Source: an optimization exercise on an open RTL-to-GDS flow (aim: small area and a short achievable clock period). Production flows keep margins and buffers that such runs may drop.
RTL that was checked went through simulation tests only; none was proved equivalent to the original.
For runs 5 to 7, only the layout was checked, not whether the RTL still works.
Power figures rest on the tool's default switching activity, not on a simulated workload.

==> design/flow/design.v <==
module ram64bytes(
    input clk,
    input [5:0] wa,
    input [7:0] din,
    input we,
    input [5:0] ra,
    output [7:0] douta,
    input [2:0] rb,
    output [7:0] doutb
    );
	reg [7:0] mem[0:63];
	always @(posedge clk) if (we) mem[wa] <= din;
	wire [7:0] hi = 8'b1 << ra[5:3];
	wire [7:0] lo = 8'b1 << ra[2:0];
	wire [7:0] lb = 8'b1 << rb;
	reg [7:0] a, b;
	integer k;
	always @(*) begin
		a = 8'h00;
		for (k = 0; k < 64; k = k + 1)
			a = a | (mem[k] & {8{hi[k/8] & lo[k%8]}});
		b = 8'h00;
		for (k = 0; k < 8; k = k + 1)
			b = b | (mem[8+k] & {8{lb[k]}});
	end
	assign douta = a;
	assign doutb = b;
endmodule
`timescale 1ns / 1ps
module ula(
    input clk14,			 
	 input reset,			 
    input [15:0] a,		 
    input [7:0] din,		 
	 output [7:0] dout,	 
    input mreq_n,			 
    input iorq_n,			 
    input rd_n,			 
    input wr_n,			 
	 input rfsh_n,			 
	 output clkcpu,		 
	 output msk_int_n,	 
    output [13:0] va,	  
	 input [7:0] vramdout, 
	 output [7:0] vramdin, 
    output vramoe,		 
    output vramcs,		  
    output vramwe,		 
    input ear,				   
    output mic,			    
    output spk,            
	 output [7:0] kbrows,    
    input [4:0] kbcolumns,	 
    output r,				
    output g,				 
    output b,				 
    output i,				 
	 output [7:0] rgbulaplus,	 
	 output ulaplus_enabled,	 
    output csync,			
    output hsync,
    output vsync
    );
	reg [2:0] BorderColor;
	reg TimexHiColorMode;
	reg ULAPlusConfig;	 
	reg [7:0] ULAPlusAddrReg;	 
	assign ulaplus_enabled = ULAPlusConfig;
	wire ulaplusport = !iorq_n && a[0] && !a[2] && (a[7:6]==2'b00) && a[15];	 
	wire addrportsel = ulaplusport && !a[14];	 
	wire dataportsel = ulaplusport && a[14];		 
	reg clk7;
	always @(posedge clk14)
		if (reset)
			clk7 <= 0;
		else
			clk7 <= !clk7;
	wire clk7_rise = !clk7;	 
	wire clk7_fall = clk7;	 
	reg [8:0] hc;
	always @(posedge clk14) begin
		if (reset)
			hc <= 0;
		else if (clk7_rise) begin
			if (hc==447)
				hc <= 0;
			else
				hc <= hc + 1;
		end
	end
	reg [8:0] vc;
	always @(posedge clk14) begin
		if (reset)
			vc <= 0;
		else if (clk7_rise && hc==447) begin
			if (vc == 311)
				vc <= 0;
			else
				vc <= vc + 1;
		end
	end
	reg HBlank_n;
	always @(posedge clk14) begin
		if (reset)
			HBlank_n <= 1;
		else if (clk7_fall) begin
			if (((hc)==(320)))
				HBlank_n <= 0;
			else if (((hc)==(415+1)))
				HBlank_n <= 1;
		end
	end
	reg HSync_n;
	always @(posedge clk14) begin
		if (reset)
			HSync_n <= 1;
		else if (clk7_fall) begin
			if (((hc)==(344)))
				HSync_n <= 0;
			else if (((hc)==(375+1)))
				HSync_n <= 1;
		end
	end
	reg VBlank_n;
	always @(posedge clk14) begin
		if (reset)
			VBlank_n <= 1;
		else if (clk7_fall) begin
			if (((vc)==(248)))
				VBlank_n <= 0;
			else if (((vc)==(255+1)))
				VBlank_n <= 1;
		end
	end
	reg VSync_n;
	wire VSync_fall = clk7_fall && VSync_n && ((vc)==(248));
	always @(posedge clk14) begin
		if (reset)
			VSync_n <= 1;
		else if (clk7_fall) begin
			if (((vc)==(248)))
				VSync_n <= 0;
			else if (((vc)==(251+1)))
				VSync_n <= 1;
		end
	end
	reg INT_n;
	assign msk_int_n = INT_n;
	always @(posedge clk14) begin
		if (reset)
			INT_n <= 1;
		else if (clk7_fall) begin
			if (((vc)==(248)) && ((hc)==(0)))
				INT_n <= 0;
			else if (((vc)==(248)) && ((hc)==(31+1)))
				INT_n <= 1;
		end
	end
	reg Border_n;
	always @(posedge clk14) begin
		if (reset)
			Border_n <= 1;
		else if (clk7_fall) begin
			if ( (vc[7] & vc[6]) | vc[8] | hc[8])
				Border_n <= 0;
			else
				Border_n <= 1;
		end
	end
	reg VidEN_n;
	always @(posedge clk14) begin
		if (reset)
			VidEN_n <= 1;
		else if (clk7_fall && hc[3])
			VidEN_n <= !Border_n;
	end
	wire DataLatch_fall = clk7_fall && hc[0] && hc[1] && Border_n && hc[3];
	wire AttrLatch_fall = clk7_fall && hc[0] && !hc[1] && Border_n && hc[3];
	wire AOLatch_fall = clk7_fall && hc[0] && !hc[1] && hc[2];
	reg SLoad;
	always @(posedge clk14) begin
		if (reset)
			SLoad <= 0;
		else if (clk7_fall) begin
			if (!hc[0] & !hc[1] & hc[2] & !VidEN_n)
				SLoad <= 1;
			else
				SLoad <= 0;
		end
	end
	reg [7:0] BitmapReg;
	always @(posedge clk14) begin
		if (reset)
			BitmapReg <= 0;
		else if (DataLatch_fall)
			BitmapReg <= vramdout;
	end
	reg [7:0] SRegister;
	always @(posedge clk14) begin
		if (reset)
			SRegister <= 0;
		else if (clk7_fall) begin
			if (SLoad)
				SRegister <= BitmapReg;
			else
				SRegister <= {SRegister[6:0],1'b0};
		end
	end
	reg [7:0] AttrReg;
	always @(posedge clk14) begin
		if (reset)
			AttrReg <= 0;
		else if (AttrLatch_fall)
			AttrReg <= vramdout;
	end
	reg [7:0] AttrOut;
	always @(posedge clk14) begin
		if (reset)
			AttrOut <= 0;
		else if (AOLatch_fall) begin
			if (!VidEN_n)
				AttrOut <= AttrReg;
			else
				AttrOut <= {2'b00,BorderColor,BorderColor};
		end
	end
	reg [4:0] FlashCnt;
	always @(posedge clk14) begin
		if (reset)
			FlashCnt <= 0;
		else if (VSync_fall)
			FlashCnt <= FlashCnt + 1;
	end
	wire Pixel = SRegister[7] ^ (AttrOut[7] & FlashCnt[4]);
	reg rI,rG,rR,rB;
	assign r = rR;
	assign g = rG;
	assign b = rB;
	assign i = rI;
	always @(*) begin
		if (HBlank_n && VBlank_n)
			{rI,rG,rR,rB} = (Pixel)? {AttrOut[6],AttrOut[2:0]} : {AttrOut[6],AttrOut[5:3]};
		else
			{rI,rG,rR,rB} = 4'b0000;
	end
	assign csync = HSync_n & VSync_n;
	assign vsync = VSync_n;
	assign hsync = HSync_n;
	wire ulaslot = Border_n && hc[3];
	wire cpublock = Border_n && (hc[3:0]==4'b0000);
	wire c3 = hc[2] | (hc[1] & hc[0] & !clk7);
	wire [4:0] col = {hc[7:4], c3};
	wire [12:0] dispaddr = {vc[7:6], vc[2:0], vc[5:3], col};
	wire [13:0] ulaaddr = hc[1] ? {1'b0, dispaddr} :
	                      TimexHiColorMode ? {1'b1, dispaddr} : {4'b0110, vc[7:3], col};
	assign va = ulaslot ? ulaaddr : a[13:0];
	assign vramcs = ulaslot | (!cpublock & !a[15] & a[14] & !mreq_n);
	assign vramoe = ulaslot ? !hc[0] : (!cpublock & !rd_n);
	assign vramwe = !ulaslot & !cpublock & !wr_n;
	wire fetchslot = Border_n && hc[3] && hc[1];
	wire palettewe = dataportsel && !wr_n && (ULAPlusAddrReg[7:6]==2'b00) && !fetchslot;
	wire Border_n_load = !((vc[7] & vc[6]) | vc[8] | hc[8]);
	wire fetchslot_next = !reset && (clk7 ? (Border_n_load && hc[3] && hc[1]) :
	                                        (Border_n && hc[3] && (hc[1] ^ hc[0])));
	wire ink_next = hc[0] ^ !clk7;
	wire [5:0] fetchaddr_next = ink_next ? { AttrReg[7:6],1'b0,AttrReg[2:0] } : { AttrReg[7:6],1'b1,AttrReg[5:3] };
	wire addrreg_wr = clk7_rise && addrportsel && !wr_n;
	wire [5:0] addrreg_next = reset ? 6'd0 : addrreg_wr ? din[5:0] : ULAPlusAddrReg[5:0];
	wire [5:0] paletteaddr_next = fetchslot_next ? fetchaddr_next : addrreg_next;
	wire palette_bypass = palettewe && (reset ? (ULAPlusAddrReg[5:0] == 6'd0) :
	                                    (!fetchslot_next || fetchaddr_next == ULAPlusAddrReg[5:0]));
	wire [7:0] paletteread;
	wire [7:0] paletteborder;
	reg [7:0] palettedout;
	always @(posedge clk14)
		palettedout <= palette_bypass ? din : paletteread;
	ram64bytes palette (
		.clk(clk14),
		.wa(ULAPlusAddrReg[5:0]),
		.din(din),
		.we(palettewe),
		.ra(paletteaddr_next),
		.douta(paletteread),
		.rb(BorderColor),
		.doutb(paletteborder)
		);
	reg [7:0] ULAPlusPaper;
	reg [7:0] ULAPlusInk;
	reg [7:0] ULAPlusBorder;
	wire ULAPlusPixel = SRegister[7];
	always @(posedge clk14) begin
		if (reset) begin
			ULAPlusPaper <= 0;
			ULAPlusInk <= 0;
		end
		else begin
			if (fetchslot && !hc[0] && !clk7)
				ULAPlusPaper <= palettedout;
			if (fetchslot && hc[0] && !clk7)
				ULAPlusInk <= palettedout;
		end
	end
	always @(posedge clk14) begin
		if (reset)
			ULAPlusBorder <= 0;
		else if (hc[3:0]==12 && !dataportsel)
			ULAPlusBorder <= paletteborder;
	end
	reg [7:0] ULAPlusPaperOut;
	reg [7:0] ULAPlusInkOut;
	always @(posedge clk14) begin
		if (reset) begin
			ULAPlusPaperOut <= 0;
			ULAPlusInkOut <= 0;
		end
		else if (AOLatch_fall) begin
			if (!VidEN_n) begin
				ULAPlusPaperOut <= ULAPlusPaper;
				ULAPlusInkOut <= ULAPlusInk;
			end
			else begin
				ULAPlusPaperOut <= ULAPlusBorder;
				ULAPlusInkOut <= ULAPlusBorder;
			end
		end
	end
	assign rgbulaplus = (HBlank_n && VBlank_n) ? (ULAPlusPixel ? ULAPlusInkOut : ULAPlusPaperOut) : 8'h00;
	reg CPUClk;
	assign clkcpu = CPUClk;
	reg ioreqtw3;
	reg mreqt23;
	wire ioreq_n = a[0] | iorq_n;
	wire Nor1 = (~(a[14] | ~ioreq_n)) |
	            (~(~a[15] | ~ioreq_n)) |
					(~(hc[2] | hc[3])) |
					(~Border_n | ~ioreqtw3 | ~CPUClk | ~mreqt23);
	wire Nor2 = (~(hc[2] | hc[3])) |
	            ~Border_n |
					~CPUClk |
					ioreq_n |
					~ioreqtw3;
	wire CLKContention = ~Nor1 | ~Nor2;
	always @(posedge clk14) begin
		if (reset) begin
			ioreqtw3 <= 0;
			mreqt23 <= 0;
		end
		else if (clk7_rise && !CPUClk) begin
			ioreqtw3 <= ioreq_n;
			mreqt23 <= mreq_n;
		end
	end
	always @(posedge clk14) begin	 
		if (reset)
			CPUClk <= 0;
		else if (clk7_rise) begin
			if (CPUClk && !CLKContention)    
				CPUClk <= 0;
			else
				CPUClk <= 1;
		end
	end
	always @(posedge clk14) begin
		if (reset) begin
			ULAPlusConfig <= 0;
			ULAPlusAddrReg <= 0;
		end
		else if (clk7_rise) begin
			if (addrportsel && !wr_n)
				ULAPlusAddrReg <= din;
			else if (dataportsel && !wr_n && ULAPlusAddrReg[7:6]==2'b01)
				ULAPlusConfig <= din[0];
		end
	end
	wire [7:0] idle_dout = Border_n ? AttrReg : 8'hFF;	 
	wire [7:0] data_dout = (ULAPlusAddrReg[7:6]==2'b01) ? {7'b0000000, ULAPlusConfig} :
	                       (ULAPlusAddrReg[7:6]==2'b00) ? palettedout : idle_dout;
	wire s_vram = !a[15] && a[14] && !mreq_n && !rd_n;	 
	wire io_rd = !iorq_n && !rd_n;
	wire s_kb = io_rd && !a[0] && !s_vram;	 
	wire s_tmx = io_rd && (a[7:0]==8'hFF) && !s_vram;	 
	wire s_ulap = io_rd && a[0] && !a[2] && (a[7:6]==2'b00) && a[15];	 
	wire s_addr = s_ulap && !a[14];
	wire s_data = s_ulap && a[14];
	wire s_idle = !s_vram && !(io_rd && (!a[0] || (&a[7:1]) || (!a[2] && a[7:6]==2'b00 && a[15])));
	assign dout = ({8{s_vram}} & vramdout) |
	              ({8{s_kb}} & {1'b1,ear,1'b1,kbcolumns}) |
	              ({8{s_tmx}} & {6'b000000,TimexHiColorMode,1'b0}) |
	              ({8{s_addr}} & ULAPlusAddrReg) |
	              ({8{s_data}} & data_dout) |
	              ({8{s_idle}} & idle_dout);
	assign vramdin = din;		 
	assign kbrows = {a[11], a[10], a[9], a[12], a[13], a[8], a[14], a[15]};
	reg rMic;
	reg rSpk;
	assign mic = rMic;
	assign spk = rSpk;
	always @(posedge clk14) begin
		if (reset) begin
			TimexHiColorMode <= 0;
			rSpk <= 0;
			rMic <= 0;
			BorderColor <= 3'b100;
		end
		else if (clk7_fall) begin
			if (!iorq_n && a[7:0]==8'hFF && !wr_n)
				TimexHiColorMode <= din[1];
			else if (!iorq_n & !a[0] & !wr_n)
				{rSpk,rMic,BorderColor} <= din[4:0];
		end
	end
endmodule
==> design/flow/flow/run.sh <==
#!/bin/bash
# Layout flow: the standard flow (standard.sh, ORFS) with three changes
# made through ORFS's own variables:
#  - ports are buffered with sky130_fd_sc_hd__buf_1 rather than the delay
#    buffer buffer_ports picks by default;
#  - clock tree synthesis uses clkbuf_16 sink clusters and no dummy loads;
#  - everything else as in the standard flow (synthesis unchanged).
# Each step's full output goes to a log file in this folder.
set -euo pipefail
export BUFFER_PORTS_ARGS="-buffer_cell sky130_fd_sc_hd__buf_1"
export CTS_ARGS="-sink_clustering_enable -repair_clock_nets -dont_use_dummy_load -buf_list sky130_fd_sc_hd__clkbuf_16 -sink_clustering_size 24 -sink_clustering_max_diameter 70"
bash standard.sh synth > synth.log 2>&1
bash standard.sh floorplan > floorplan.log 2>&1
bash standard.sh place > place.log 2>&1
bash standard.sh cts > cts.log 2>&1
bash standard.sh route > route.log 2>&1
bash standard.sh finish > finish.log 2>&1
==> design/flow/standard.sh <==
#!/bin/bash
# synth_recipe.tcl (not shown) runs the flow's synth.tcl, then flattens the netlist and writes it again
# the make line also repeats each setting of config.mk as NAME=value (left out here)
make -C /OpenROAD-flow-scripts/flow DESIGN_CONFIG=/design/flow/config.mk WORK_HOME=/design/flow/orfs CLKGATE_MAP_FILE= SYNTH_SCRIPT=/design/flow/synth_recipe.tcl "${@:-finish}"
==> design/flow/config.mk <==
export PLATFORM = sky130hd
export DESIGN_NAME = ula
export DESIGN_NICKNAME = ula
export VERILOG_FILES = /design/flow/design.v
export SDC_FILE = /design/flow/constraint.sdc
export NUM_CORES = 4
export LEC_CHECK = 0
export CAP_MARGIN = 20
export CORE_MARGIN = 2
export CORE_UTILIZATION = 40
export PLACE_DENSITY = 0.6
export SETUP_SLACK_MARGIN = 4.6
export SLEW_MARGIN = 20
export TNS_END_PERCENT = 10
==> design/flow/constraint.sdc <==
create_clock -name core_clock -period 10.0 [get_ports {clk14}]
set_input_delay 2.0000 -clock core_clock [delete_from_list [all_inputs] [get_ports {clk14}]]
set_output_delay 2.0000 -clock core_clock [all_outputs]
set_load 0.01 [all_outputs]
==> run summary, run 1 <==
CTS tree=yes; CP max stage cell=a2111oi_1; YS warnings=2; # DRC=0; asr flop ratio synth=0; pre-CTS WS=roughly 3.2 ns; worst rel slew slack=0.160; CTS root buffer=clkbuf_16; CTS Buf Count=38; die width=around 260 µm; # clock sinks=642; Hold Crit Depth=2; share of post-route cells with drive strength above 1=0.111; Iteration-0 DRC Markers=3095; Reg2Reg Depth=13; final wirelength=just over 100 mm; htree depth=2; IO buf count=~100; Max-Cap Viols=0; clk buf depth=3; Synth Register Bits=~640; first-pass GRT wire length=about 140 mm; pwr dens=roughly 150 mW/mm²; WP depth=13; count of final setup violators=0; drt pass-1 iters=6; Tmin final=between 5 and 6 ns; RSZ-0062 raised after global routing=yes; Worst Clk Skew=~0.08 ns; clk slew on worst S/H paths=~0.10 ns; final setup TNS=0 ns; fin. max-slew vios=0; Seq/Total Area, Yosys=0.668; worst vdd ir=around 0.13 mV; Worst Setup End Kind=register; Post-DRT Antenna Nets=0; Fmax=between 0.15 and 0.2 GHz; vias in the first global route=approximately 19000; crit share post-route=0.568; Worst-Skew Late Latency=0.62 ns; crit-path leading delay family=compound AO/OA/AOI/OAI gates; Worst Path Buf+Inv=3; Core Region=between 0.06 and 0.07 mm²; synthesized area=0.0269 mm²; kind of critical path=in2reg; Setup WS post-layout=4.32 ns; Vias/cell=around 6.6; Cell Chain, Critical Path=buf_6, or4b_4, buf_4, buf_4, o31ai_1, nand2_1, a21oi_1, nor2_1, a31oi_1, nand4_1, a2111oi_1, and4_1, a21oi_1; GR Overflow Total=0; WL/cell=roughly 33 µm; row count=95; post-synth net total=roughly 2100; Leak=9.54 nW; Tightest Pin Transition=1.26 ns; HP Class=reg2reg; Die ar.=0.0694 mm²; total global-route track usage=0.288; EDFF count, synth=~510; Hold Vio Cnt, Final=0; Syn-to-layout area delta=10.9%; I/O pin count=approximately 110; CP max stage delay=between 0.7 and 0.8 ns; startpoint types=input port; antenna violations before repair=5; Main synth FF type=edfxtp_1; Avg Synthesized Cell Area=12.8 µm²; initial core utilization=0.402; outcome=complete, no violations; Die H=between 200 and 300 µm; crit path max fanout=9; data arrival time of the critical path=slightly above 6 ns; post-DP HPWL=68.0 mm; Synth cell types=79; post-layout net count=~2200; Req. time, crit path=~10 ns; Final GP Congestion=0.992; Post-Synthesis Cells=roughly 2100; Vias=roughly 20000; largest net degree at the start of global routing=75
==> stage by stage <==
step                power, mW  hold WS (ns)  std cells  utilization  area, µm²
detailed placement       3.11         0.452       3003        0.425      28400
global placement         3.10         0.443       3002        0.425      28400
floorplan                3.02         0.436       2098            -      27000
CTS                      4.59         0.462       3057        0.444      29700
finish                   4.59         0.466       3063        0.446      29800
global route             4.69         0.485       3062        0.446      29800
==> power breakdown <==
part | internal [mW] | switching, mW
logic | 0.0417 | 0.126
clock network | 0.679 | 0.856
registers | 2.88 | 0.00823
total | 3.60 | 0.990
==> placed cells by master, fill, tap and decap left out, types with 35 or more instances in the layout <==
| cell type | n |
|---|---|
| a211oi_1 | 35 |
| a21oi_1 | 78 |
| a22o_1 | 41 |
| a22oi_1 | 95 |
| a32oi_1 | 39 |
| buf_1 | 83 |
| buf_4 | 91 |
| clkbuf_16 | 38 |
| dfxtp_1 | 130 |
| edfxtp_1 | 512 |
| mux2i_1 | 87 |
| nand2_1 | 180 |
| nand3_1 | 53 |
| nand4_1 | 36 |
| nor2_1 | 199 |
| o21ai_0 | 43 |
==> synthesized netlist by cell type, drive strengths merged (6+ instances only) <==
library cell / count / area, µm²
nand3: 55 / 275
nand2: 183 / 687
xnor2: 11 / 96.3
nor3: 33 / 165
nor4: 18 / 119
nand4: 36 / 225
a222oi: 11 / 110
mux2: 6 / 67.6
a221oi: 35 / 307
o21ai: 51 / 255
and4: 11 / 96.3
o211ai: 9 / 67.6
inv: 16 / 60.1
a32oi: 40 / 350
o22ai: 13 / 81.3
nand2b: 6 / 37.5
mux2i: 87 / 871
a22oi: 98 / 741
and3: 16 / 100
a221o: 8 / 80.1
o21a: 7 / 52.6
xor2: 13 / 114
a2111oi: 7 / 61.3
a21oi: 79 / 395
nor2: 215 / 807
nor2b: 18 / 113
a31oi: 8 / 50.1
edfxtp: 512 / 15400
mux4: 6 / 135
and2: 37 / 231
a211oi: 35 / 263
a32o: 12 / 120
dfxtp: 130 / 2600
o311ai: 6 / 52.6
buf: 44 / 254
clkbuf: 101 / 379
ha: 6 / 75.1
a22o: 41 / 359
==> what timing repair did <==
action | CTS | global route
gates cloned | 1 | 0
endpoints found under the hold margin | 0 | 0
endpoints found under the setup margin | 75 | 16
buffers inserted | 15 | 3
pin swaps | 11 | 8
hold buffers | 0 | 0
gates resized for setup | 62 | 32
==> area by class of cell <==
cell class,count,area (µm²)
antenna,1,2.50
clock buffer,38,951
fill,6088,37100
inverter,17,70.1
multi-input combinational,1294,8590
sequential,642,18000
tap,873,1090
timing repair buffer,197,1160
timing repair inverter,1,5.00
==> state kept, by name (all words and copies together) (netlist names), 3 cells and up <==
signal           cells
AttrOut              8
AttrReg              8
BitmapReg            8
BorderColor          3
FlashCnt             5
SRegister            8
ULAPlusAddrReg       8
ULAPlusBorder        8
ULAPlusInk           8
ULAPlusInkOut        8
ULAPlusPaper         8
ULAPlusPaperOut      8
hc                   9
palette.mem        512
palettedout          8
vc                   9
==> kinds of logic (layout without fill, tap and decap cells) <==
logic type,Yosys count,after routing,share of synthesized area
muxes,99,99,0.0399
xor gates and xnor gates,24,24,0.00781
AOI/OAI and AO/OA,506,506,0.140
DFF,642,642,0.668
buffers and inverters,162,253,0.0259
adders and majority gates,6,6,0.00279
and+or+nand+nor,659,659,0.116
other,0,1,0
==> path summary, 6_finish.rpt <==
kind | from | endpoint | slack [ns]
max | a[6] | palettedout[4]$_DFF_P_ | 4.32
min | BitmapReg[2]$_SDFFE_PP0P_ | BitmapReg[2]$_SDFFE_PP0P_ | 0.47
max reg2reg | hc[1]$_SDFFE_PP0N_ | palettedout[4]$_DFF_P_ | 4.93
min reg2reg | BitmapReg[2]$_SDFFE_PP0P_ | BitmapReg[2]$_SDFFE_PP0P_ | 0.47
==> worst reg2reg max path: stages (launching register included) <==
cell and delay [ns]:
dfxtp_1 0.56, inv_1 0.11, ha_1 0.33, nand4b_1 0.17, o21a_1 0.67, o21ai_0 0.29, o22a_1 0.26, buf_6 0.24
and3_1 0.26, a31oi_1 0.59, nand4_1 0.17, a2111oi_1 0.79, and4_1 0.28, a21oi_1 0.18
==> per-layer routing <==
metal	up-vias	GRT usage	share of wire
met4	4	0.146	0.059
met3	311	0.0869	0.13
met5	-	0	0.00026
li1	8298	-	-
met2	1451	0.438	0.44
met1	10000	0.372	0.38
==> run 2: changes to the inputs <==
--- a/design/flow/config.mk
+++ b/design/flow/config.mk
@@ -9,6 +9,6 @@
 export CORE_MARGIN = 2
 export CORE_UTILIZATION = 40
 export PLACE_DENSITY = 0.6
-export SETUP_SLACK_MARGIN = 4.6
+export SETUP_SLACK_MARGIN = 5
 export SLEW_MARGIN = 20
 export TNS_END_PERCENT = 10
==> run summary, run 2 <==
outcome=complete, no violations; Req. time, crit path=roughly 10 ns; sequential power share=0.626; die width=263 µm; worst rel slew slack=0.134; post-layout net count=around 2300; clk buf depth=3; Final GP Congestion=about 0.98; Synth Register Bits=between 600 and 700; CTS root buffer=clkbuf_16; CTS tree=yes; most frequent cells after synthesis=512 x edfxtp_1, 215 x nor2_1, 183 x nand2_1; Layout Cells excl Fill=3096; I/O pin count=106; HP Class=reg2reg; synthesized area=approximately 0.027 mm²; antenna violations before repair=5; Worst Setup End Kind=register; Tmin final=~5.6 ns; htree depth=2; main area contributors after synthesis=edfxtp_1 57%, dfxtp_1 9.7%, mux2i_1 3.2%, nor2_1 3.0%, a22oi_1 2.7%; Seq/Total Area, Yosys=0.668; # placed instances=3006; crit path max fanout=14; cell-internal power=3.62 mW; EDFF count, synth=around 510; post-layout util=0.458; startpoint types=input port; Cell Chain, Critical Path=buf_8, or4b_4, buf_4, buf_12, nor3_4, buf_6, o311a_1, or2_2, buf_4, nand2_1, o21ai_0, a221oi_1, and4_1, a21oi_1; Worst Clk Skew=roughly 0.084 ns; Max-Cap Viols=0; cell taking the most area after synthesis=edfxtp_1; fin. max-slew vios=0; row count=95; Worst-Skew Late Latency=around 0.62 ns; Iteration-0 DRC Markers=3285; Hold Vio Cnt, Final=0; first-pass GRT wire length=~140 mm; # clock sinks=around 640; RSZ-0062 raised after global routing=yes; kind of critical path=in2reg; number of flip-flops under the largest register name=roughly 510; Synth cell types=~80; final wirelength=~100 mm; cts hold-fix bufs=0; share of post-route cells with drive strength above 1=0.148; clk slew on worst S/H paths=~0.09 ns; most numerous cell in the Yosys netlist=edfxtp_1; Die H=263 µm; Combinational Power Share=0.038; Core Region=about 0.067 mm²; crit share post-route=0.558; Post-Synthesis Cells=between 2000 and 2500; Post-DRT Antenna Nets=0; count of final setup violators=0; Sw Ratio=0.215; post-DP HPWL=68.4 mm; CTS Buf Count=39; IO buf count=about 100; most frequent cells in the layout=512 x edfxtp_1, 198 x nor2_1, 180 x nand2_1, 130 x dfxtp_1, 108 x buf_4; GR Overflow Total=0; largest net degree at the start of global routing=73; commonest non-fill, non-tap cell in the layout=edfxtp_1; YS warnings=2; asr flop ratio synth=0; total global-route track usage=0.286; Vias/cell=between 6 and 7; Clk pwr share=0.336; # DRC=0; Avg Synthesized Cell Area=between 10 and 15 µm²; final setup TNS=0 ns; NetSw=0.991 mW; vias in the first global route=18500; Die ar.=slightly below 0.07 mm²; worst vdd ir=around 0.13 mV; initial core utilization=0.402; drt pass-1 iters=6; Fmax=0.179 GHz; WL/cell=about 33 µm; Syn-to-layout area delta=13.9%; cell mode on critical path=buf_4; CP max stage cell=o21ai_0; Main synth FF type=edfxtp_1; Tightest Pin Transition=roughly 1.3 ns; Reg with most FFs=palette.mem; data arrival time of the critical path=~6 ns; post-synth top area share=0.571; CP max stage delay=~0.63 ns; post-synth net total=about 2100; top flop regs=palette.mem x512, hc x9, vc x9; Leak=around 10 nW; Vias=a little over 20000; pwr dens=about 150 mW/mm²
## run 2: cell count changes in the layout (fill, tap and decap cells not counted), sizes merged
cell and delta:
diode +1, bufbuf +1, clkbuf +2, buf +29
## run 2: logic make-up (layout without fill, tap and decap cells)
| group | after synthesis | in the layout | share of synthesized area |
|---|---|---|---|
| AOI/OAI and AO/OA | 506 | 506 | 0.140 |
| xor gates and xnor gates | 24 | 24 | 0.00781 |
| adders and majority gates | 6 | 6 | 0.00279 |
| buffers and inverters | 162 | 285 | 0.0259 |
| DFF | 642 | 642 | 0.668 |
| muxes | 99 | 99 | 0.0399 |
| other | 0 | 2 | 0 |
| and+or+nand+nor | 659 | 659 | 0.116 |
## run 2: final timing paths
kind / start / endpoint / slack [ns] / cells past startpoint
max: a[6] / palettedout[4]$_DFF_P_ / 4.42 / 14
min: BitmapReg[7]$_SDFFE_PP0P_ / BitmapReg[7]$_SDFFE_PP0P_ / 0.46 / 2
max reg2reg: hc[1]$_SDFFE_PP0N_ / palettedout[4]$_DFF_P_ / 4.96 / 13
min reg2reg: BitmapReg[7]$_SDFFE_PP0P_ / BitmapReg[7]$_SDFFE_PP0P_ / 0.46 / 2
## run 2: cell type report
class | count | area (µm²)
timing repair buffer | 228 | 1560
fill | 5978 | 36300
clock buffer | 39 | 976
inverter | 17 | 70.1
sequential | 642 | 18000
timing repair inverter | 1 | 5.00
multi-input combinational | 1294 | 8960
antenna | 2 | 5.00
tap | 873 | 1090
## run 2: metal layers
| layer | wire length [µm] | GRT usage | vias to the layer above |
|---|---|---|---|
| li1 | - | - | 8374 |
| met1 | 39000 | 0.386 | 10100 |
| met2 | 44900 | 0.431 | 1396 |
| met3 | 13000 | 0.0761 | 264 |
| met4 | 5430 | 0.134 | 2 |
| met5 | 18 | 0 | - |
## run 2: repair_timing
action	CTS	global route
gates resized for setup	104	98
buffers inserted	20	27
cloned	2	0
setup endpoints to repair	135	122
pin swaps	24	38
## run 2: through the flow
stage          area [µm²]  worst slack (ns)  hold WS, ns  total power, mW
2_1_floorplan       27000              4.69        0.436             3.02
3_3_place_gp        28500              3.18        0.445             3.10
3_5_place_dp        28500              3.16        0.455             3.11
4_1_cts             30000              4.44        0.464             4.61
5_1_grt             30600              4.38        0.484             4.72
6_report            30600              4.42        0.462             4.61
## run 2: power groups by stage
stage	sequential, mW	combinational, mW	clock, mW
2_1_floorplan	2.94	0.0767	0
6_report	2.89	0.175	1.55
3_5_place_dp	2.95	0.156	0
5_1_grt	2.89	0.185	1.64
4_1_cts	2.89	0.165	1.55
3_3_place_gp	2.95	0.153	0
## run 2: worst max-delay path, delay by kind of cell
| kind | cells | cell delay (ns) |
|---|---|---|
| buf+inv | 5 | 0.91 |
| compound gates | 4 | 1.48 |
| simple gates | 5 | 1.60 |
==> run 3: changes to the inputs <==
--- a/design/flow/config.mk
+++ b/design/flow/config.mk
@@ -11,4 +11,5 @@
 export PLACE_DENSITY = 0.6
 export SETUP_SLACK_MARGIN = 5
 export SLEW_MARGIN = 20
+export SYNTH_HIERARCHICAL = 1
 export TNS_END_PERCENT = 10
==> run summary, run 3 <==
outcome=complete, no violations; vias in the first global route=about 18000; startpoint types=input port; Reg2Reg Depth=15; cell taking the most area after synthesis=edfxtp_1; Post-Synthesis Cells=about 2000; HP Class=reg2reg; CTS Buf Count=40; largest net degree at the start of global routing=68; most frequent cells after synthesis=512 x edfxtp_1, 252 x nor2_1, 161 x a22oi_1; Worst Clk Skew=~0.095 ns; commonest non-fill, non-tap cell in the layout=edfxtp_1; post-synth top area share=0.580; share of post-route cells with drive strength above 1=0.185; drt pass-1 iters=6; initial core utilization=0.404; crit path max fanout=7; EDFF count, synth=a little over 500; worst hold margin=~0.47 ns; Seq/Total Area, Yosys=0.678; top flop regs=palette.mem x512, hc x9, vc x9; Avg Synthesized Cell Area=13.4 µm²; row count=94; Tmin final=about 6 ns; crit share post-route=0.602; WL/cell=around 33 µm; antenna violations before repair=7; worst vdd ir=0.127 mV; count of final setup violators=0; clk slew on worst S/H paths=0.08 ns; Core Region=roughly 0.066 mm²; IO buf count=around 100; Max-Cap Viols=0; YS warnings=8; most frequent cells in the layout=512 x edfxtp_1, 218 x nor2_1, 130 x dfxtp_1, 128 x a22oi_1, 117 x nand2_1; Power Total=4.61 mW; Tightest Pin Transition=1.16 ns; die width=261 µm; worst rel slew slack=0.224; main area contributors after synthesis=edfxtp_1 58%, dfxtp_1 9.8%, a22oi_1 4.6%, mux2i_1 4.5%, nor2_1 3.6%; number of flip-flops under the largest register name=between 500 and 600; Fmax=between 0.15 and 0.2 GHz; final wirelength=98.7 mm; Die ar.=just under 0.07 mm²; post-layout net count=between 2000 and 2500; Leak=around 9.9 nW; Main synth FF type=edfxtp_1; cts hold-fix bufs=0; Synth Register Bits=around 640; Syn-to-layout area delta=16.1%; Synth cell types=77; htree depth=2; RSZ-0062 raised after global routing=yes; Worst-Skew Late Latency=between 0.6 and 0.7 ns; CTS tree=yes; CTS root buffer=clkbuf_16; Iteration-0 DRC Markers=around 2400; post-DP HPWL=just under 70 mm; Hold Crit Depth=2; first-pass GRT wire length=approximately 140 mm; final setup TNS=0 ns; Post-DRT Antenna Nets=0; asr flop ratio synth=0; Req. time, crit path=~10 ns; kind of critical path=in2reg; number of fill cells in the layout=5845; Reg with most FFs=palette.mem; total global-route track usage=0.287; post-synth net total=2029; clk buf depth=3; Worst Setup End Kind=register; I/O pin count=approximately 110; # clock sinks=about 640; Die H=~260 µm; Final GP Congestion=1.05; data arrival time of the critical path=6.46 ns; Vias/cell=6.21; synthesized area=roughly 0.027 mm²; fin. max-slew vios=0; most numerous cell in the Yosys netlist=edfxtp_1; GR Overflow Total=0; # DRC=0; pwr dens=between 100 and 150 mW/mm²; Hold Vio Cnt, Final=0; Vias=18800
-- run 3: timing repair --
| item | 4_1_cts | 5_1_grt |
|---|---|---|
| endpoints found under the hold margin | 0 | 0 |
| gates cloned | 3 | 0 |
| pin swaps | 45 | 27 |
| gates resized for setup | 184 | 51 |
| endpoints found under the setup margin | 21 | 117 |
| buffers inserted | 73 | 10 |
-- run 3: layer usage --
layer | wire length (µm) | global-route usage | vias up
met4 | 4760 | 0.119 | 4
met2 | 45200 | 0.456 | 969
li1 | - | - | 7985
met5 | 28 | 0 | -
met3 | 8890 | 0.0558 | 206
met1 | 39800 | 0.385 | 9622
-- run 3: area by class of cell --
class	count	area, µm²	share of cell area
clock buffer	40	1000	0.0325
inverter	17	63.8	0.00207
multi-input combinational	1205	8810	0.286
sequential	642	18000	0.584
timing repair buffer	254	1830	0.0596
antenna	1	2.50	0.0000813
tap	864	1080	0.0351
-- run 3: worst paths after layout --
kind / from / end / slack, ns
worst max-delay path: a[6] / palettedout[0]$_DFF_P_ / 3.98
worst min-delay path: BitmapReg[4]$_SDFFE_PP0P_ / BitmapReg[4]$_SDFFE_PP0P_ / 0.47
worst max register to register: hc[1]$_SDFFE_PP0N_ / palettedout[0]$_DFF_P_ / 4.62
worst min register to register: BitmapReg[4]$_SDFFE_PP0P_ / BitmapReg[4]$_SDFFE_PP0P_ / 0.47
-- run 3: power breakdown --
part           total [mW]  internal (mW)  leakage [nW]  switching (mW)
clock                1.57          0.711         0.493           0.856
sequential           2.89           2.88          5.65         0.00872
combinational       0.154         0.0390          3.80           0.115
-- run 3: cells by family after synthesis --
logic type,after synthesis,share of synthesized area
compound gates,411,0.114
xor+xnor,22,0.00727
fa+ha+maj,6,0.00283
buf+inv,131,0.0253
flops,642,0.678
mux,140,0.0565
simple gates,626,0.116
-- run 3: Yosys stat by module, one instance, submodules excluded --
module      cell area [µm²]  cells inside  times used
ram64bytes            20000          1217           1
ula                    6470           761           1
-- run 3: critical path, stage by stage --
cell	delay (ns)
buf_6	0.09
or4b_4	0.57
or2_4	0.29
nor4_4	0.14
buf_4	0.19
buf_6	0.14
mux2i_4	0.08
a211oi_4	0.53
buf_6	0.24
nand3b_4	0.25
nor2_1	0.10
buf_6	0.16
a22o_4	0.29
nor4_4	0.20
nand4_1	0.26
or4_4	0.62
mux2_2	0.27
-- run 3: metrics by stage --
step	utilization	instances	instance area, µm²	setup slack, ns
detailed placement	0.426	2896	27900	1.93
finish	0.469	3023	30800	3.98
floorplan	-	1978	26500	4.11
global route	0.469	3022	30800	4.04
global placement	0.425	2895	27900	1.94
CTS	0.464	3012	30400	4.20
==> run 4: changes to the inputs <==
==> design/flow/config.mk (replaced) <==
export PLATFORM = sky130hd
export DESIGN_NAME = ula
export DESIGN_NICKNAME = ula
export VERILOG_FILES = /design/flow/design.v
export SDC_FILE = /design/flow/constraint.sdc
export NUM_CORES = 4
export LEC_CHECK = 0
export CAP_MARGIN = 20
export CORE_MARGIN = 2
export CORE_UTILIZATION = 65
export PLACE_DENSITY = 0.75
export SETUP_SLACK_MARGIN = 4.6
export SLEW_MARGIN = 20
export TNS_END_PERCENT = 10
==> run summary, run 4 <==
Vias/cell=7.55; Tmin final=5.72 ns; Combinational Power Share=0.036; RSZ-0062 raised after global routing=yes; Worst Setup End Kind=register; data arrival time of the critical path=6.16 ns; Synth Area in XOR/XNOR=0.00781; Worst Path Buf+Inv=4; met3 Usage GRT=0.150; Req. time, crit path=10.44 ns; Post-Synthesis Cells=approximately 2100; pwr dens=about 150 mW/mm²; Finished Cell Area=roughly 0.03 mm²; Tightest Pin Transition=approximately 1.2 ns; GR Overflow Total=0; most numerous cell in the Yosys netlist=edfxtp_1; CTS root buffer=clkbuf_16; post-layout net count=2226; Final GP Congestion=roughly 1.1; clk slew on worst S/H paths=roughly 0.10 ns; top flop regs=palette.mem x512, hc x9, vc x9; sequential power share=0.639; main combinational cell family by area after synthesis=compound AO/OA/AOI/OAI gates; IO buf count=roughly 100; vias in the first global route=~19000; WL/cell=35.1 µm; Synth Register Bits=approximately 640; commonest non-fill, non-tap cell in the layout=edfxtp_1; EDFF count, synth=512; post-synth top area share=0.571; HP Class=reg2reg; Hold Vio Cnt, Final=0; CTS tree=yes; Synth cell types=79; I/O pin count=approximately 110; Iteration-0 DRC Markers=approximately 4300; Worst Clk Skew=0.0669 ns; main area contributors after synthesis=edfxtp_1 57%, dfxtp_1 9.7%, mux2i_1 3.2%, nor2_1 3.0%, a22oi_1 2.7%; post-synth net total=2149; Vias=around 20000; # clock sinks=approximately 640; Clk pwr share=0.325; Top Usage Layer GRT=met2; most frequent cells after synthesis=512 x edfxtp_1, 215 x nor2_1, 183 x nand2_1; most frequent cells in the layout=512 x edfxtp_1, 198 x nor2_1, 181 x nand2_1, 130 x dfxtp_1, 94 x a22oi_1; placed cell area=~0.028 mm²; cell-internal power=approximately 3.6 mW; cell mode on critical path=buf_4; post-synthesis adder-cell area fraction=0.00279; met2 Use GR=0.642; cts hold-fix bufs=0; crit-path leading delay family=compound AO/OA/AOI/OAI gates; final setup TNS=0 ns; NetSw=0.953 mW; Simple-Gate Fraction of Synth Area=0.116; Die ar.=0.0431 mm²; worst rel slew slack=0.216; Reg with most FFs=palette.mem; largest net degree at the start of global routing=76; synthesized area=0.0269 mm²; Syn-to-layout area delta=8.75%; clk buf depth=3; asr flop ratio synth=0; # DRC=0; Leak=9.46 nW; row count=74; register area=approximately 0.018 mm²; fin. max-slew vios=0; die width=approximately 210 µm; CTS Buf Count=36; Cell Chain, Critical Path=buf_2, nor4b_2, buf_4, buf_12, nand3_2, mux2i_1, a21oi_1, nor2_1, buf_4, a22oi_1, o22ai_1, a221oi_1, o2111ai_1, o22a_1; total global-route track usage=0.438; Die H=slightly above 200 µm; area occupied by multi-input gates=between 0.008 and 0.009 mm²; Sw Ratio=0.211; final wirelength=94.9 mm; kind of critical path=in2reg; Fmax=between 0.15 and 0.2 GHz; share of post-route cells with drive strength above 1=0.102; M1 GR Usage=0.556; post-DP HPWL=62.6 mm; Avg Synthesized Cell Area=about 13 µm²; Worst-Skew Late Latency=~0.61 ns; Seq/Total Area, Yosys=0.668; Synth Area in Compound Gates=0.140; mux share of post-synthesis cell area=0.0399; number of fill cells in the layout=about 2800; startpoint types=input port; Post-DRT Antenna Nets=0; antenna violations before repair=7; YS warnings=2; crit path max fanout=14; Core Region=approximately 0.041 mm²; outcome=complete, no violations; first-pass GRT wire length=roughly 130 mm; Main synth FF type=edfxtp_1; initial core utilization=0.659; number of flip-flops under the largest register name=roughly 510; Max-Cap Viols=0; count of final setup violators=0; cell taking the most area after synthesis=edfxtp_1; CP max stage delay=0.81 ns; htree depth=2; crit share post-route=0.572; CP max stage cell=a221oi_1; drt pass-1 iters=10; worst vdd ir=0.188 mV
## run 4: cell types whose count changed in the layout (fill, tap and decap cells not counted), moves of 29 or more
cell,before,now
a22oi_2,33,4
a21oi_1,45,76
a32oi_1,9,39
nand2_1,117,181
buf_4,112,77
a22oi_1,128,94
## run 4: power by group through the flow
stage	Combinational (mW)	Sequential (mW)	Clock (mW)
2_1_floorplan	0.0755	2.94	0
6_report	0.163	2.89	1.47
5_1_grt	0.171	2.89	1.53
3_5_place_dp	0.149	2.95	0
3_3_place_gp	0.145	2.95	0
4_1_cts	0.156	2.89	1.45
## run 4: worst register-to-register path: stages (launching register included)
cell and delay [ns]:
dfxtp_1 0.54, inv_1 0.11, ha_1 0.31, nand4b_1 0.17, o21a_1 0.65, o21ai_0 0.30
o22a_1 0.26, buf_4 0.32, and2_1 0.37, a22oi_1 0.32, nand4_1 0.12, a2111oi_0 0.83
and4_1 0.29, a21oi_1 0.17
## run 4: what timing repair did
item	CTS	global route
buffers inserted	11	1
endpoints found under the setup margin	16	16
pin swaps	11	4
gates resized for setup	50	25
## run 4: cells by family after synthesis
group / count (synthesis)
flops: 642
mux: 99
buf+inv: 162
simple gates: 659
xor+xnor: 24
fa+ha+maj: 6
compound gates: 506
## run 4: final cells by class
class | count | area share
Tap cell | 532 | 0.0227
Multi-Input combinational cell | 1294 | 0.293
Antenna cell | 2 | 0.000171
Clock buffer | 36 | 0.0308
Sequential cell | 642 | 0.614
Timing Repair Buffer | 184 | 0.0368
Inverter | 17 | 0.00218
## run 4: per-layer routing
| layer | vias to the layer above | share of wire |
|---|---|---|
| met3 | 471 | 0.15 |
| met1 | 9768 | 0.33 |
| met2 | 1907 | 0.43 |
| met5 | - | 0.00093 |
| met4 | 12 | 0.082 |
| li1 | 8286 | - |
## run 4: path summary, 6_finish.rpt
check,startpoint,end,slack (ns),cells after the start
min,BitmapReg[0]$_SDFFE_PP0P_,BitmapReg[0]$_SDFFE_PP0P_,0.46,2
max,a[2],palettedout[6]$_DFF_P_,4.28,14
max reg2reg,hc[1]$_SDFFE_PP0N_,palettedout[4]$_DFF_P_,5.07,13
min reg2reg,BitmapReg[0]$_SDFFE_PP0P_,BitmapReg[0]$_SDFFE_PP0P_,0.46,2
## run 4: per-stage QoR
stage	util	hold WS [ns]	setup WS (ns)	instances	total power, mW
after floorplan	-	0.436	4.60	2098	3.02
after global placement	0.684	0.441	3.39	2656	3.09
after detailed placement	0.685	0.452	3.26	2656	3.10
after CTS	0.714	0.457	4.49	2703	4.50
after global routing	0.717	0.477	4.39	2705	4.59
final	0.717	0.460	4.28	2707	4.52
==> run 5: changes to the inputs <==
--- a/design/flow/design.v
+++ b/design/flow/design.v
@@ -1,24 +1,24 @@
+`timescale 1ns / 1ps
 module ram64bytes(
     input clk,
     input [5:0] wa,
     input [7:0] din,
     input we,
-    input [5:0] ra,
+    input [7:0] ra_hi,	 
+    input [7:0] ra_lo,	 
     output [7:0] douta,
     input [2:0] rb,
     output [7:0] doutb
     );
 	reg [7:0] mem[0:63];
 	always @(posedge clk) if (we) mem[wa] <= din;
-	wire [7:0] hi = 8'b1 << ra[5:3];
-	wire [7:0] lo = 8'b1 << ra[2:0];
 	wire [7:0] lb = 8'b1 << rb;
 	reg [7:0] a, b;
 	integer k;
 	always @(*) begin
 		a = 8'h00;
 		for (k = 0; k < 64; k = k + 1)
-			a = a | (mem[k] & {8{hi[k/8] & lo[k%8]}});
+			a = a | (mem[k] & {8{ra_hi[k/8] & ra_lo[k%8]}});
 		b = 8'h00;
 		for (k = 0; k < 8; k = k + 1)
 			b = b | (mem[8+k] & {8{lb[k]}});
@@ -265,8 +265,10 @@
 	wire ink_next = hc[0] ^ !clk7;
 	wire [5:0] fetchaddr_next = ink_next ? { AttrReg[7:6],1'b0,AttrReg[2:0] } : { AttrReg[7:6],1'b1,AttrReg[5:3] };
 	wire addrreg_wr = clk7_rise && addrportsel && !wr_n;
-	wire [5:0] addrreg_next = reset ? 6'd0 : addrreg_wr ? din[5:0] : ULAPlusAddrReg[5:0];
-	wire [5:0] paletteaddr_next = fetchslot_next ? fetchaddr_next : addrreg_next;
+	wire next_from_din = addrreg_wr && !fetchslot_next && !reset;
+	wire [5:0] paletteaddr_reg = reset ? 6'd0 : fetchslot_next ? fetchaddr_next : ULAPlusAddrReg[5:0];
+	wire [7:0] ra_hi = next_from_din ? (8'b1 << din[5:3]) : (8'b1 << paletteaddr_reg[5:3]);
+	wire [7:0] ra_lo = next_from_din ? (8'b1 << din[2:0]) : (8'b1 << paletteaddr_reg[2:0]);
 	wire palette_bypass = palettewe && (reset ? (ULAPlusAddrReg[5:0] == 6'd0) :
 	                                    (!fetchslot_next || fetchaddr_next == ULAPlusAddrReg[5:0]));
 	wire [7:0] paletteread;
@@ -279,7 +281,8 @@
 		.wa(ULAPlusAddrReg[5:0]),
 		.din(din),
 		.we(palettewe),
-		.ra(paletteaddr_next),
+		.ra_hi(ra_hi),
+		.ra_lo(ra_lo),
 		.douta(paletteread),
 		.rb(BorderColor),
 		.doutb(paletteborder)
==> run summary, run 5 <==
# clock sinks=about 640; share of post-route cells with drive strength above 1=0.0948; first-pass GRT wire length=~130 mm; CP max stage cell=or4b_4; Vias=20500; Synth Area in Compound Gates=0.131; crit path max fanout=7; Req. time, crit path=approximately 8.0 ns; Worst R2R Start=clk7$_SDFF_PP0_; top flop regs=palette.mem x512, hc x9, vc x9; Worst-Skew Late Latency=between 0.6 and 0.7 ns; Tightest Pin Transition=between 1 and 1.5 ns; clk slew on worst S/H paths=0.06 ns; worst setup path start=a[2]; most frequent cells after synthesis=512 x edfxtp_1, 200 x nor2_1, 167 x nand2_1; Seq/Total Area, Yosys=0.652; IO buf count=104; die width=about 210 µm; Synth cell types=just under 80; Iteration-0 DRC Markers=approximately 3900; outcome=complete, no violations; vias in the first global route=roughly 19000; fin. max-slew vios=0; antenna violations before repair=1; post-layout util=0.708; Worst Setup End Kind=output port; post-layout net count=approximately 2300; post-synthesis adder-cell area fraction=0.00272; pwr dens=about 150 mW/mm²; post-DP HPWL=between 50 and 60 mm; HP Class=reg2reg; Avg Synthesized Cell Area=around 13 µm²; largest net degree at the start of global routing=between 60 and 70; Cell Chain, Critical Path=buf_8, or4b_4, a31oi_1, nor2_1, a311o_1, o21ai_1, nand3_1, buf_2; synthesized area=~0.028 mm²; initial core utilization=0.658; EDFF count, synth=512; Fmax=approximately 0.17 GHz; row count=75; Leak=about 9.6 nW; CTS tree=yes; # DRC=0; post-synth net total=2241; kind of critical path=in2out; Core Region=about 0.042 mm²; most numerous cell in the Yosys netlist=edfxtp_1; hold path start=BitmapReg[1]$_SDFFE_PP0P_; Post-Synthesis Cells=2190; Post-DRT Antenna Nets=0; cell taking the most area after synthesis=edfxtp_1; CTS root buffer=clkbuf_16; Die ar.=approximately 0.044 mm²; main combinational cell family by area after synthesis=compound AO/OA/AOI/OAI gates; worst rel slew slack=0.153; crit share post-route=0.586; Max-Cap Viols=0; Simple-Gate Fraction of Synth Area=0.129; Die H=210 µm; CP max stage delay=~0.59 ns; total global-route track usage=0.416; Synth Register Bits=roughly 640; number of flip-flops under the largest register name=512; Synth Area in XOR/XNOR=0.00762; Final GP Congestion=~0.97; WL/cell=33.0 µm; Hold Vio Cnt, Final=0; number of fill cells in the layout=2917; asr flop ratio synth=0; startpoint types=input port; Tmin final=5.86 ns; data arrival time of the critical path=between 3 and 4 ns; post-synth top area share=0.557; Worst Clk Skew=0.0925 ns; commonest non-fill, non-tap cell in the layout=edfxtp_1; Main synth FF type=edfxtp_1; drt pass-1 iters=9; Vias/cell=approximately 7.4; count of final setup violators=0; main area contributors after synthesis=edfxtp_1 56%, dfxtp_1 9.4%, mux2i_1 3.4%, nor2_1 2.7%, nand2_1 2.3%; I/O pin count=roughly 110; Syn-to-layout area delta=7.66%; GR Overflow Total=0; Reg with most FFs=palette.mem; clk buf depth=3; worst vdd ir=between 0.1 and 0.15 mV; CTS Buf Count=38; RSZ-0062 raised after global routing=yes; htree depth=2; most frequent cells in the layout=512 x edfxtp_1, 185 x nor2_1, 165 x nand2_1, 130 x dfxtp_1, 113 x nand3_1; final setup TNS=0 ns; mux share of post-synthesis cell area=0.0481; YS warnings=2; final wirelength=~90 mm
run 5: cell types whose count changed after synthesis, moves of 11 or more:
| cell | delta |
|---|---|
| nand3_1 | +58 |
| a22oi_1 | -22 |
| a222oi_1 | +19 |
| and2_1 | -18 |
| nand2_1 | -16 |
| a221oi_1 | -15 |
| nor2_1 | -15 |
| a22o_1 | +14 |
| a31oi_1 | +14 |
| buf_2 | +14 |
| clkbuf_1 | +12 |
| nand2b_1 | +11 |
run 5: area by class of cell:
class                           count  area (µm²)  area share
Sequential cell                   642       18000       0.605
Inverter                           15        60.1     0.00202
Tap cell                          539         674      0.0227
Multi-Input combinational cell   1359        9080       0.306
Clock buffer                       38         951      0.0320
Timing Repair Buffer              172         955      0.0321
Antenna cell                        1        2.50   0.0000842
run 5: critical path: cells and delay by family:
kind / cells / cell delay [ns]
AND/OR/NAND/NOR: 3 / 0.80
AO/OA/AOI/OAI: 3 / 0.77
buffers and inverters: 2 / 0.27
run 5: metal layers:
layer  global-route usage  wire length [µm]  vias up
met5               0.0111                56        -
met4                0.244              6130        2
met3                0.121             12900      323
met2                0.623             40400     1775
met1                0.545             31700     9819
li1                     -                 -     8548
run 5: path summary, 6_finish.rpt:
path                               end  slack (ns)  depth (start not counted)
max                            dout[7]        4.14                          8
min          BitmapReg[1]$_SDFFE_PP0P_        0.46                          2
max reg2reg     palettedout[0]$_DFF_P_        4.71                         11
min reg2reg  BitmapReg[1]$_SDFFE_PP0P_        0.46                          2
run 5: kinds of logic (layout without fill, tap and decap cells):
logic type | after synthesis | count (layout)
fa+ha+maj | 6 | 6
compound gates | 485 | 485
mux | 116 | 116
simple gates | 728 | 728
buf+inv | 189 | 225
xor+xnor | 24 | 24
other cells | 0 | 1
flops | 642 | 642
run 5: power by group:
group | switching (mW) | leakage, nW | internal (mW)
logic | 0.123 | 3.44 | 0.0428
clock network | 0.830 | 0.468 | 0.678
registers | 0.00900 | 5.65 | 2.88
total | 0.962 | 9.56 | 3.60
run 5: metrics by stage:
step | instance area (µm²) | setup slack [ns] | instances | hold slack [ns] | power, mW
CTS | 29600 | 4.20 | 2761 | 0.461 | 4.55
global placement | 28500 | 2.76 | 2717 | 0.441 | 3.10
floorplan | 27600 | 4.49 | 2190 | 0.436 | 3.03
global route | 29700 | 4.12 | 2765 | 0.481 | 4.65
finish | 29700 | 4.14 | 2766 | 0.460 | 4.56
detailed placement | 28500 | 2.70 | 2718 | 0.450 | 3.11
run 5: timing repair:
item                       in CTS  in global routing
pin swaps                       3                  9
gates cloned                    0                  0
hold buffers                    0                  0
buffers inserted                5                  1
setup endpoints to repair      17                 17
resized for setup              20                 29
==> run 6: changes to the inputs <==
--- a/design/flow/config.mk
+++ b/design/flow/config.mk
@@ -7,8 +7,8 @@
 export LEC_CHECK = 0
 export CAP_MARGIN = 20
 export CORE_MARGIN = 2
-export CORE_UTILIZATION = 65
-export PLACE_DENSITY = 0.75
-export SETUP_SLACK_MARGIN = 4.6
+export CORE_UTILIZATION = 40
+export PLACE_DENSITY = 0.6
+export SETUP_SLACK_MARGIN = 5
 export SLEW_MARGIN = 20
 export TNS_END_PERCENT = 10
==> run summary, run 6 <==
outcome=complete, no violations; Tightest Pin Transition=roughly 1.2 ns; Worst-Skew Late Latency=between 0.6 and 0.7 ns; vias in the first global route=roughly 19000; YS warnings=2; number of fill cells in the layout=slightly above 6000; clk buf depth=3; post-synth net total=around 2200; Vias=20300; Hold Vio Cnt, Final=0; most frequent cells after synthesis=512 x edfxtp_1, 200 x nor2_1, 167 x nand2_1; WL/cell=~31 µm; # clock sinks=between 600 and 700; HP Class=reg2reg; Fmax=about 0.17 GHz; met2 routed WL=~44 mm; CP max stage delay=around 0.55 ns; cell taking the most area after synthesis=edfxtp_1; post-layout net count=between 2000 and 2500; CTS Buf Count=37; EDFF count, synth=a little over 500; number of flip-flops under the largest register name=approximately 510; worst rel slew slack=0.223; final setup TNS=0 ns; Iteration-0 DRC Markers=3382; Leak=approximately 10 nW; asr flop ratio synth=0; Synth Register Bits=between 600 and 700; antenna violations before repair=3; commonest non-fill, non-tap cell in the layout=edfxtp_1; RSZ-0062 raised after global routing=yes; most frequent cells in the layout=512 x edfxtp_1, 192 x nor2_1, 164 x nand2_1, 130 x dfxtp_1, 111 x nand3_1; share of post-route cells with drive strength above 1=0.115; Cell Chain, Critical Path=buf_8, or4b_4, a31oi_1, nor2_1, a311o_2, o21ai_0, nand3_1, buf_2; GR Overflow Total=0; I/O pin count=between 100 and 150; Req. time, crit path=~8 ns; Max-Cap Viols=0; register area=roughly 0.018 mm²; drt pass-1 iters=6; worst vdd ir=between 0.1 and 0.15 mV; Post-DRT Antenna Nets=0; crit share post-route=0.572; most numerous cell in the Yosys netlist=edfxtp_1; Post-Synthesis Cells=2190; pwr dens=between 100 and 150 mW/mm²; kind of critical path=in2out; post-DP HPWL=63.6 mm; Top Layer Used=met5; CP max stage cell=or4b_4; initial core utilization=0.403; Worst Setup End Kind=output port; Post-Route M1 WL=roughly 38 mm; Finished Cell Area=0.0307 mm²; IO buf count=roughly 100; Reg with most FFs=palette.mem; largest net degree at the start of global routing=76; total global-route track usage=0.269; antenna cells=0; reg2reg setup slack=between 4 and 5 ns; met3 WL post-DR=~11 mm; row count=96; synthesized area=0.0276 mm²; Syn-to-layout area delta=11.1%; placed cell area=roughly 0.029 mm²; fin. max-slew vios=0; startpoint types=input port; Tmin final=5.72 ns; Die ar.=slightly above 0.07 mm²; Synth cell types=77; CTS tree=yes; Worst Clk Skew=0.101 ns; CTS root buffer=clkbuf_16; final wirelength=approximately 97 mm; Vias/cell=6.48; htree depth=2; Core Region=0.0685 mm²; top flop regs=palette.mem x512, hc x9, vc x9; data arrival time of the critical path=between 3 and 4 ns; Main synth FF type=edfxtp_1; Seq/Total Area, Yosys=0.652; Avg Synthesized Cell Area=12.6 µm²; post-synth top area share=0.557; main area contributors after synthesis=edfxtp_1 56%, dfxtp_1 9.4%, mux2i_1 3.4%, nor2_1 2.7%, nand2_1 2.3%; cts hold-fix bufs=0; clk slew on worst S/H paths=~0.060 ns; first-pass GRT wire length=137 mm; area occupied by multi-input gates=0.00925 mm²; Final GP Congestion=roughly 0.9; die width=267 µm; Die H=about 270 µm; # DRC=0; count of final setup violators=0; crit path max fanout=7
run 6: cell count changes in the layout (fill, tap and decap cells not counted), sizes merged:
| cell | before | now |
|---|---|---|
| buf | 160 | 196 |
| clkbuf | 50 | 44 |
| a21oi | 74 | 75 |
| diode | 1 | 0 |
run 6: logic make-up after synthesis:
family | share of synthesized area
AO/OA/AOI/OAI | 0.131
XOR/XNOR | 0.00762
adder cells (fa/ha/maj) | 0.00272
buffers and inverters | 0.0293
flip-flops | 0.652
multiplexers | 0.0481
AND/OR/NAND/NOR | 0.129
run 6: critical path, delay by kind of cell:
kind / cells / cell delay, ns
buffers and inverters: 2 / 0.26
AO/OA/AOI/OAI: 3 / 0.69
AND/OR/NAND/NOR: 3 / 0.77
run 6: through the flow:
step | instances | util | hold WS, ns | setup WS, ns | power [mW]
5_1_grt | 3139 | 0.448 | 0.484 | 4.19 | 4.68
3_3_place_gp | 3071 | 0.424 | 0.441 | 3.06 | 3.11
2_1_floorplan | 2190 | - | 0.436 | 4.49 | 3.03
4_1_cts | 3135 | 0.447 | 0.457 | 4.26 | 4.57
6_report | 3139 | 0.448 | 0.456 | 4.28 | 4.56
3_5_place_dp | 3072 | 0.424 | 0.448 | 3.04 | 3.11
run 6: repair_timing:
action	CTS	global route
pin swaps	20	5
gates resized for setup	101	14
cloned	1	0
setup endpoints to repair	215	69
hold endpoints to repair	0	0
setup buffers	25	2
run 6: layout make-up:
type,count,area share
Sequential cell,642,0.586
Tap cell,882,0.0360
Multi-Input combinational cell,1360,0.302
Inverter,15,0.00196
Timing Repair Buffer,203,0.0438
Clock buffer,37,0.0302
run 6: where the power goes:
group | switching (mW) | total (mW) | internal (mW) | leakage (nW)
Sequential | 0.00961 | 2.89 | 2.88 | 5.65
Combinational | 0.127 | 0.175 | 0.0473 | 3.71
Clock | 0.838 | 1.50 | 0.661 | 0.456
Total | 0.975 | 4.56 | 3.59 | 9.82
run 6: path summary, 6_finish.rpt:
path / startpoint / to / cells past startpoint
worst max-delay path: a[2] / dout[6] / 8
worst min-delay path: BitmapReg[5]$_SDFFE_PP0P_ / BitmapReg[5]$_SDFFE_PP0P_ / 2
worst max register to register: hc[1]$_SDFFE_PP0N_ / palettedout[0]$_DFF_P_ / 11
worst min register to register: BitmapReg[5]$_SDFFE_PP0P_ / BitmapReg[5]$_SDFFE_PP0P_ / 2
run 6: metal layers:
layer | GRT usage | vias up
met5 | 0.0125 | -
met4 | 0.109 | 4
met3 | 0.0516 | 191
met2 | 0.418 | 1346
met1 | 0.371 | 10200
li1 | - | 8598
==> run 7: changes to the inputs <==
--- a/design/flow/design.v
+++ b/design/flow/design.v
@@ -259,9 +259,7 @@
 	assign vramwe = !ulaslot & !cpublock & !wr_n;
 	wire fetchslot = Border_n && hc[3] && hc[1];
 	wire palettewe = dataportsel && !wr_n && (ULAPlusAddrReg[7:6]==2'b00) && !fetchslot;
-	wire Border_n_load = !((vc[7] & vc[6]) | vc[8] | hc[8]);
-	wire fetchslot_next = !reset && (clk7 ? (Border_n_load && hc[3] && hc[1]) :
-	                                        (Border_n && hc[3] && (hc[1] ^ hc[0])));
+	wire fetchslot_next = !reset && (clk7 ? fetchslot : (Border_n && hc[3] && (hc[1] ^ hc[0])));
 	wire ink_next = hc[0] ^ !clk7;
 	wire [5:0] fetchaddr_next = ink_next ? { AttrReg[7:6],1'b0,AttrReg[2:0] } : { AttrReg[7:6],1'b1,AttrReg[5:3] };
 	wire addrreg_wr = clk7_rise && addrportsel && !wr_n;
--- a/design/flow/config.mk
+++ b/design/flow/config.mk
@@ -9,6 +9,6 @@
 export CORE_MARGIN = 2
 export CORE_UTILIZATION = 40
 export PLACE_DENSITY = 0.6
-export SETUP_SLACK_MARGIN = 5
+export SETUP_SLACK_MARGIN = 4.6
 export SLEW_MARGIN = 20
 export TNS_END_PERCENT = 10
==> run summary, run 7 <==
pwr dens=152 mW/mm²; Tightest Pin Transition=1.25 ns; crit share post-route=0.580; IO buf count=roughly 100; count of final setup violators=0; most frequent cells after synthesis=512 x edfxtp_1, 226 x nor2_1, 178 x nand2_1; Post-DRT Antenna Nets=0; Cell Chain, Critical Path=buf_8, or4b_4, or4_4, or3_2, a21oi_4, mux2_2, a32oi_1, o2111ai_1, nor4_1, a31oi_1; post-layout net count=between 2000 and 2500; post-synth net total=~2200; vias in the first global route=19100; kind of critical path=in2reg; EDFF count, synth=~510; # DRC=0; top flop regs=palette.mem x512, hc x9, vc x9; CTS root buffer=clkbuf_16; I/O pin count=106; CP max stage delay=about 0.73 ns; Tmin final=around 5.8 ns; clk slew on worst S/H paths=0.07 ns; share of post-route cells with drive strength above 1=0.110; Reg with most FFs=palette.mem; Vias/cell=around 6.5; Die ar.=roughly 0.07 mm²; Synth cell types=77; Req. time, crit path=between 10 and 15 ns; antenna violations before repair=1; Power Total=4.61 mW; outcome=complete, no violations; drt pass-1 iters=9; Die H=roughly 270 µm; cell taking the most area after synthesis=edfxtp_1; synthesized area=roughly 0.027 mm²; die width=between 200 and 300 µm; Worst-Skew Late Latency=between 0.6 and 0.7 ns; Worst Clk Skew=between 0.08 and 0.09 ns; YS warnings=2; Worst Setup End Kind=register; data arrival time of the critical path=6.17 ns; final setup TNS=0 ns; Max-Cap Viols=0; Iteration-0 DRC Markers=between 3000 and 4000; Main synth FF type=edfxtp_1; number of flip-flops under the largest register name=a little over 500; post-DP HPWL=around 64 mm; Core Region=0.0674 mm²; post-layout util=0.449; pre-CTS WS=roughly 2.6 ns; cts hold-fix bufs=0; final wirelength=approximately 98 mm; most frequent cells in the layout=512 x edfxtp_1, 209 x nor2_1, 175 x nand2_1, 130 x dfxtp_1, 96 x nand3_1; Synth Register Bits=around 640; # clock sinks=between 600 and 700; CTS tree=yes; post-synth top area share=0.562; Finished Cell Area=roughly 0.030 mm²; clk buf depth=3; Hold Vio Cnt, Final=0; Syn-to-layout area delta=10.7%; RSZ-0062 raised after global routing=yes; worst hold margin=about 0.46 ns; Avg Synthesized Cell Area=roughly 13 µm²; placed cell area=0.0290 mm²; worst vdd ir=about 0.17 mV; crit path max fanout=15; GR Overflow Total=0; Vias=a little over 20000; Leak=about 9.5 nW; Layout Cells excl Fill=between 3000 and 4000; HP Class=reg2reg; first-pass GRT wire length=~140 mm; htree depth=2; # placed instances=roughly 3100; Setup WS post-layout=~4.2 ns; initial core utilization=0.406; Fmax=roughly 0.17 GHz; startpoint types=input port; Final GP Congestion=roughly 0.96; worst rel slew slack=0.163; commonest non-fill, non-tap cell in the layout=edfxtp_1; asr flop ratio synth=0; total global-route track usage=0.272; CTS Buf Count=39; most numerous cell in the Yosys netlist=edfxtp_1; main area contributors after synthesis=edfxtp_1 56%, dfxtp_1 9.5%, mux2i_1 3.1%, nor2_1 3.1%, nand2_1 2.4%; largest net degree at the start of global routing=77; Post-Synthesis Cells=roughly 2200; WL/cell=31.5 µm; row count=95; fin. max-slew vios=0; Seq/Total Area, Yosys=0.658; CP max stage cell=or3_2
## run 7: power by group
part,leakage (nW),switching [mW],internal [mW],total (mW)
logic,3.38,0.131,0.0478,0.178
clock network,0.481,0.847,0.695,1.54
registers,5.65,0.0111,2.88,2.89
## run 7: final timing paths
kind | slack, ns | to | start | cells past startpoint
worst min-delay path | 0.46 | BitmapReg[4]$_SDFFE_PP0P_ | BitmapReg[4]$_SDFFE_PP0P_ | 2
worst max register to register | 4.76 | palettedout[0]$_DFF_P_ | clk7$_SDFF_PP0_ | 11
worst max-delay path | 4.20 | palettedout[4]$_DFF_P_ | a[6] | 10
worst min register to register | 0.46 | BitmapReg[4]$_SDFFE_PP0P_ | BitmapReg[4]$_SDFFE_PP0P_ | 2
## run 7: logic make-up (layout without fill, tap and decap cells)
logic type               after synthesis  after routing  synth area share
AND/OR/NAND/NOR                      686            686             0.120
flip-flops                           642            642             0.658
AO/OA/AOI/OAI                        535            535             0.144
buffers and inverters                172            250            0.0268
multiplexers                         100            100            0.0406
XOR/XNOR                              27             27           0.00865
adder cells (fa/ha/maj)                6              6           0.00275
other                                  0              2                 0
## run 7: timing repair
item                                    CTS  global route
endpoints found under the setup margin   17            17
setup buffers                             6             8
resized for setup                        34             9
pin swaps                                 7             1
## run 7: critical path, delay by kind of cell
family	cells	cell delay, ns
buf+inv	1	0.09
compound gates	4	1.32
simple gates	4	2.34
mux	1	0.39
## run 7: area by class of cell
class	count	area, µm²
fillers	6156	37100
flip-flops and latches	642	18000
multi-input cells	1354	8970
repair buffers	199	1180
well taps	873	1090
clock buffers	39	976
inverters	12	45.0
diodes	2	5.00
## run 7: routing by layer
metal	global-route usage	wire, µm	part of all wire	vias to the layer above
met5	0	0	0	-
met4	0.117	4940	0.050	0
met3	0.0584	12400	0.13	277
met2	0.421	43700	0.44	1506
met1	0.371	37200	0.38	10100
li1	-	-	-	8552

-- port drivers added, routing unchanged --
In the flow no input, the clock included, has a driving cell. The finished layouts below were timed again as built, in two steps.
Step 1, drivers: a clkbuf_16 drives clk14 and a buf_2 each remaining input, both assumed.
Step 2, shift: input delay + t, output delay - t, t = (earliest + latest rising clock arrival at the registers) / 2. This alone moves slack from input paths to output paths.
Three values: no drivers, after step 1, after step 2; two values: the first two.
run	t, ns	setup WS [ns]	worst setup path after step 2	cell pins on the clock port's net
run 1	0.637	4.318 / 4.352 / 3.715	input to register	1
run 2	0.643	4.421 / 4.378 / 3.797	input to register	1
run 3	0.640	3.983 / 4.012 / 3.371	input to register	1
run 4	0.637	4.280 / 4.301 / 3.664	input to register	1
run 5	0.648	4.143 / 4.088 / 3.548	input to register	1
run 6	0.627	4.279 / 4.238 / 4.126	input to register	1
run 7	0.640	4.196 / 4.156 / 3.579	input to register	1
After both steps every run listed still meets setup and hold. For run 2, which loses most, drivers alone change the setup slack by -0.043 ns; drivers and shift together by -0.624 ns.
